This design comes from an exercise in tuning for small area and a short achievable clock period on the open sky130 flow, not from production work. Where RTL was checked, it was by simulation tests only, not by an equivalence proof against the original. Power figures rest on the tool's default switching activity, not on a simulated workload.

==> delta: inputs <==
## alu_top
module alu_top  
#(parameter N=32)  
    (  
    input logic clk, reset,
    input logic[N-1:0]operand1, operand2,
    input logic[3:0] select,
    output logic[(2*N)-1:0] result
    );
    logic[(2*N)-1:0] alu_out; 
    alu #(.N(N)) alu_inst(
        .operand1(operand1),
        .operand2(operand2),
        .operation(select),
        .alu_out(alu_out)
        );  
    always@(posedge clk or posedge reset) begin
        if(reset == 1) begin
        result <= 0;
    end
    else begin
        result <= alu_out;
    end
  end
endmodule 
Settings: LEC_CHECK=0, ABC_AREA=1, CAP_MARGIN=20, CORE_MARGIN=2, CORE_UTILIZATION=40, SLEW_MARGIN=20; clock period 380.0 ns.
run.sh (not shown) runs the stock make flow with config.mk's settings and CLKGATE_MAP_FILE= SYNTH_SCRIPT=/design/flow/synth_recipe.tcl, a recipe that flattens the netlist after the stock synthesis.
==> inputs of zinc, as changes to delta <==
- CORE_UTILIZATION: 40 -> 60
- PLACE_DENSITY: not set -> 0.85
==> notes.md <==
zinc completed without violations. delta went through all stages and came out clean. Of zinc and delta, delta has the higher wire length (gap about 1.8%, measured against delta). Of delta and zinc, zinc has the higher global-route usage (gap 15 points). In delta the worst setup slack is higher than in zinc, by 1.3 ns. Against delta, the via count of zinc is larger by 3.5%. Between delta and zinc, the lower total power is in delta (gap 1.2%, measured against zinc). In zinc the critical path depth is lower than in delta, by 5.
No run of this note included a check of the RTL's function; only the layout flow was run.


==> yarrow <==
Another version of the RTL of alu_top (not shown whole).
// alu_top
module alu_top  
#(parameter N=32)  
    (  
    input logic clk, reset,
    input logic[N-1:0]operand1, operand2,
    input logic[3:0] select,
    output logic[(2*N)-1:0] result
    );
    logic[(2*N)-1:0] alu_out; 
    alu #(.N(N)) alu_inst(
        .operand1(operand1),
        .operand2(operand2),
        .operation(select),
        .alu_out(alu_out)
        );  
    always@(posedge clk or posedge reset) begin
        if(reset == 1) begin
        result <= 0;
    end
    else begin
        result <= alu_out;
    end
  end
endmodule 
clock: 380.0 ns
lec_check: 0
abc_area: 1
cap_margin: 70
core_margin: 2
core_utilization: 40
slew_margin: 70
standard.sh (not shown) runs the stock make flow with config.mk's settings and CLKGATE_MAP_FILE= SYNTH_SCRIPT=/design/flow/synth_recipe.tcl, a recipe that flattens the netlist after the stock synthesis.
==> flow/flow/run.sh <==
#!/bin/bash
# Own layout flow: the standard flow with two changes.
#  1. After the standard synthesis, flow/flip.py chooses the polarity of each full-adder
#     cell so that fewer inverters sit between adders (a full adder is self-dual), and the
#     layout continues from that netlist. Registers are untouched.
#  2. Ports are buffered with sky130_fd_sc_hd__buf_2 instead of the default buffer.
# Each tool's output goes to a log file of its own in this folder.
set -euo pipefail
R=orfs/results/${FLOW_PLATFORM}/alu_top/base
bash standard.sh synth > synth.log 2>&1
cp "$R/1_2_yosys.v" 1_2_yosys_standard.v
python3 flow/flip.py 1_2_yosys_standard.v "$R/1_2_yosys.v" > flip.log 2>&1
rm -f "$R/1_synth.odb" "$R/1_synth.sdc"
bash standard.sh "BUFFER_PORTS_ARGS=-buffer_cell sky130_fd_sc_hd__buf_2" finish > layout.log 2>&1
Other scripts of this flow, unchanged in this note and not shown: flow/flow/flip.py
==> amber: changes against yarrow <==
==> flow/flow/run.sh (replaced) <==
#!/bin/bash
# Own layout flow: the standard flow with these changes.
#  1. After the standard synthesis, flow/flip.py chooses the polarity of each full-adder
#     cell so that fewer inverters sit between adders (a full adder is self-dual), and the
#     layout continues from that netlist. Registers are untouched.
#  2. Ports are buffered with sky130_fd_sc_hd__buf_1 instead of the default buffer.
# Each tool's output goes to a log file of its own in this folder.
set -euo pipefail
R=orfs/results/${FLOW_PLATFORM}/alu_top/base
bash standard.sh synth > synth.log 2>&1
cp "$R/1_2_yosys.v" 1_2_yosys_standard.v
python3 flow/flip.py 1_2_yosys_standard.v "$R/1_2_yosys.v" > flip.log 2>&1
rm -f "$R/1_synth.odb" "$R/1_synth.sdc"
bash standard.sh "BUFFER_PORTS_ARGS=-buffer_cell sky130_fd_sc_hd__buf_1" finish > layout.log 2>&1
==> notes <==
- Of amber and yarrow, amber has the higher total power (gap 0.56%, measured against yarrow).
- Design area is about the same in yarrow and amber.
- Sequential share of layout area is about the same in amber and yarrow.
- In amber the worst setup slack is lower than in yarrow, by 0.45 ns.
- Critical path depth: amber is lower than yarrow (3).
- yarrow produced a clean layout. amber finished with timing, DRC and antenna clean.
- In yarrow the sequential power is smaller than in amber, by about 0.7%.
- Combinational power is about the same in amber and yarrow.
- In yarrow the first-iteration DRC count is higher than in amber, by 2.0%.
- Cell count is about the same in amber and yarrow.

[separate check: timing with driven ports]
Ports are ideal in the flow. The routed layouts listed here were re-timed in OpenROAD.
Step 1, drivers: a clkbuf_16 drives clk and a buf_2 each remaining input, both assumed.
Step 2, shift: input delay + t, output delay - t, t = (earliest + latest rising clock arrival at the registers) / 2. This alone moves slack from input paths to output paths.
Slacks: ideal ports / drivers / drivers and shift; pairs: ideal ports / drivers.
| run | t, ns | setup WS [ns] | worst register clock-pin slew, ns | worst slew at a driven data input, ns | pins driven straight from the clock port |
|---|---|---|---|---|---|
| delta | 0.446 | 249.356 / 249.391 / 248.945 | 0.08 / 0.08 | 0.16 | 1 |
| zinc | 0.447 | 248.043 / 248.074 / 247.627 | 0.07 / 0.07 | 0.20 | 1 |
| yarrow | 0.428 | 255.843 / 255.865 / 255.437 | 0.09 / 0.09 | 0.11 | 1 |
| amber | 0.417 | 255.395 / 255.407 / 254.990 | 0.09 / 0.09 | 0.10 | 1 |
After both steps every run listed still meets setup and hold. The setup slack of zinc, which loses most, moves by +0.031 ns with the drivers and by -0.416 ns with both steps.
